This design comes from an exercise in tuning for small area on the open sky130 flow, not from production work.
In this exercise RTL edits were held to simulation tests only and were not proved equivalent to the original.
The clock port is modelled as an ideal driver; clocking choices that lean on that would not hold on a real chip.
Power is estimated from default activity; no workload was simulated.

// top_ps2
module top_ps2(input wire clk, input wire rst, input wire ps2_clk, input wire ps2_data,
           output wire ascii_new, output wire [6:0] ascii_code);
==> flow/config.mk <==
export PLATFORM = sky130hd
export DESIGN_NAME = top_ps2
export DESIGN_NICKNAME = top_ps2
export VERILOG_FILES = /design/flow/design.v
export SDC_FILE = /design/flow/constraint.sdc
export NUM_CORES = 4
export LEC_CHECK = 0
export ABC_AREA = 1
export CAP_MARGIN = 20
export CORE_MARGIN = 2
export CORE_UTILIZATION = 40
export GPL_TIMING_DRIVEN = 0
export PLACE_DENSITY = 0.6
export SLEW_MARGIN = 20
==> flow/constraint.sdc <==
create_clock -name core_clock -period 20.0 [get_ports {clk}]
set_input_delay 4.0000 -clock core_clock [delete_from_list [all_inputs] [get_ports {clk}]]
set_output_delay 4.0000 -clock core_clock [all_outputs]
set_load 0.01 [all_outputs]
standard.sh (not shown) runs the stock make flow with config.mk's settings and CLKGATE_MAP_FILE= SYNTH_SCRIPT=/design/flow/synth_recipe.tcl, a recipe that flattens the netlist after the stock synthesis.
==> flow/flow/run.sh <==
#!/bin/bash
# Own layout flow: the standard synthesis, then the combinational logic between the
# (unchanged) registers is mapped again with an area-oriented ABC script, then the standard flow's
# standard layout steps from that netlist on. Each tool's output goes to its own log here.
set -euo pipefail
W=$(pwd)
F=$W/flow
R=$W/orfs/results/$FLOW_PLATFORM/top_ps2/base
LIB=$FLOW_HOME/platforms/$FLOW_PLATFORM/lib/sky130_fd_sc_hd__tt_025C_1v80.lib
YOSYS=$FLOW_HOME/../tools/install/yosys/bin/yosys
[ -x "$YOSYS" ] || YOSYS=yosys

bash standard.sh "$R/1_2_yosys.v" > synth_standard.log 2>&1
cp "$R/1_2_yosys.v" netlist_standard.v

# 2. map the logic between the registers again (registers kept as black boxes)
DONT_USE=$(sed -n '/DONT_USE_CELLS += /,/^#/p' "$FLOW_HOME/platforms/$FLOW_PLATFORM/config.mk" \
  | grep -o 'sky130_fd_sc_hd__[a-z0-9_]*' | sed 's/^/-dont_use /' | tr '\n' ' ')
cat > remap.ys <<EOY
read_liberty -ignore_miss_func $LIB
read_verilog netlist_standard.v
hierarchy -top $FLOW_TOP
blackbox sky130_fd_sc_hd__dfxtp_1
flatten
opt -purge
abc -liberty $LIB $DONT_USE -script $F/remap.abc
opt_clean -purge
splitnets
opt_clean -purge
hilomap -singleton -hicell sky130_fd_sc_hd__conb_1 HI -locell sky130_fd_sc_hd__conb_1 LO
insbuf -buf sky130_fd_sc_hd__buf_4 A X
stat -liberty $LIB
write_verilog -noattr -nohex -nodec netlist_remapped.v
EOY
"$YOSYS" -l remap.log -q -s remap.ys
cp netlist_remapped.v "$R/1_2_yosys.v"
touch "$R/1_2_yosys.v"

# 3. the standard layout steps on the remapped netlist
source "$F/layout_env.sh"
bash standard.sh finish > layout.log 2>&1
==> flow/flow/layout_env.sh <==
export CTS_ARGS="-repair_clock_nets -dont_use_dummy_load -buf_list {sky130_fd_sc_hd__clkbuf_4 sky130_fd_sc_hd__clkbuf_2}"
# Port buffers: the smallest buffer (the ports are lightly loaded).
export BUFFER_PORTS_ARGS="-buffer_cell sky130_fd_sc_hd__buf_1"
==> flow/flow/remap.abc <==
strash
dch -f
amap
topo
stime -c
The starting point finished clean.
Edit:
==> flow/flow/layout_env.sh (replaced) <==
export CTS_ARGS="-sink_clustering_enable -repair_clock_nets -dont_use_dummy_load -buf_list {sky130_fd_sc_hd__clkbuf_4 sky130_fd_sc_hd__clkbuf_2}"
# Port buffers: the smallest buffer (the ports are lightly loaded).
export BUFFER_PORTS_ARGS="-buffer_cell sky130_fd_sc_hd__buf_1"
export PRE_CTS_TCL=$PWD/flow/pre_cts.tcl
export OWN_CLKBUF=sky130_fd_sc_hd__clkbuf_8
export OWN_CLK_GROUPS=3
==> flow/flow/pre_cts.tcl (new file) <==
set block [ord::get_db_block]
set db [ord::get_db]
set master [$db findMaster $::env(OWN_CLKBUF)]
set ngroups $::env(OWN_CLK_GROUPS)
set clknet [$block findNet clk]
set pins {}
foreach iterm [$clknet getITerms] {
  if {[[$iterm getMTerm] getName] == "CLK"} {
    set bb [[$iterm getInst] getBBox]
    lappend pins [list $iterm [expr {([$bb xMin] + [$bb xMax]) / 2}] [expr {([$bb yMin] + [$bb yMax]) / 2}]]
  }
}
proc split_groups {pins n axis} {
  if {$n <= 1} { return [list $pins] }
  set sorted [lsort -integer -index $axis $pins]
  set h [expr {$n / 2}]
  set cut [expr {[llength $sorted] * $h / $n}]
  set other [expr {$axis == 1 ? 2 : 1}]
  return [concat [split_groups [lrange $sorted 0 [expr {$cut - 1}]] $h $other] \
                 [split_groups [lrange $sorted $cut end] [expr {$n - $h}] $other]]
}
set skip {clk}
set g 0
foreach grp [split_groups $pins $ngroups 1] {
  set net [odb::dbNet_create $block "clk_leaf$g"]
  $net setSigType CLOCK
  set xs 0; set ys 0
  foreach p $grp {
    set it [lindex $p 0]
    $it disconnect
    $it connect $net
    incr xs [lindex $p 1]; incr ys [lindex $p 2]
  }
  set n [llength $grp]
  set buf [odb::dbInst_create $block $master "clkleaf_buf$g"]
  [$buf findITerm A] connect $clknet
  [$buf findITerm X] connect $net
  $buf setLocation [expr {$xs / $n}] [expr {$ys / $n}]
  $buf setPlacementStatus PLACED
  puts "pre_cts: clk_leaf$g drives $n clock pins"
  lappend skip "clk_leaf$g"
  incr g
}
global_connect
set_cts_config -skip_nets $skip
What happened:
- hold slack improved by 0.0042 ns
- setup slack improved by 0.032 ns
- global-route usage decreases by 1.7 points
- design area decreases by about 1.2%
- routed wire length decreases by about 1.8%
- flip-flop and latch count is unchanged
- cell count decreases by 1.7%
- combinational power is about the same
- total power decreases by about 6.6%
- core utilization decreases by 0.53 points

static timing again, ports no longer ideal:
The flow's constraints put no driver on any port. The routed layouts listed below were extracted and timed again, unchanged, in two steps.
Step 1 (the two cells are an assumption about what drives the block):
set clk [get_ports {clk}]
set_driving_cell -lib_cell sky130_fd_sc_hd__clkbuf_16 $clk
set_driving_cell -lib_cell sky130_fd_sc_hd__buf_2 [delete_from_list [all_inputs] $clk]
Step 2 also shifts input and output timing later by t, the mid clock arrival at the registers, as if the neighbouring blocks saw the same clock.
Three values: ideal ports, drivers, drivers and shift; two values: the first two.
| run | shift t [ns] | setup WS [ns] | worst setup path after step 2 | slew at the worst register clock pin (ns) | worst slew at a driven data input, ns |
|---|---|---|---|---|---|
| the first run | 0.398 | 10.189 / 10.161 / 10.559 | register to output | 0.09 / 0.09 | 0.03 |
| the second run | 0.210 | 10.221 / 10.174 / 10.384 | register to output | 0.11 / 0.11 | 0.03 |
After both steps setup and hold are still met in every run listed.
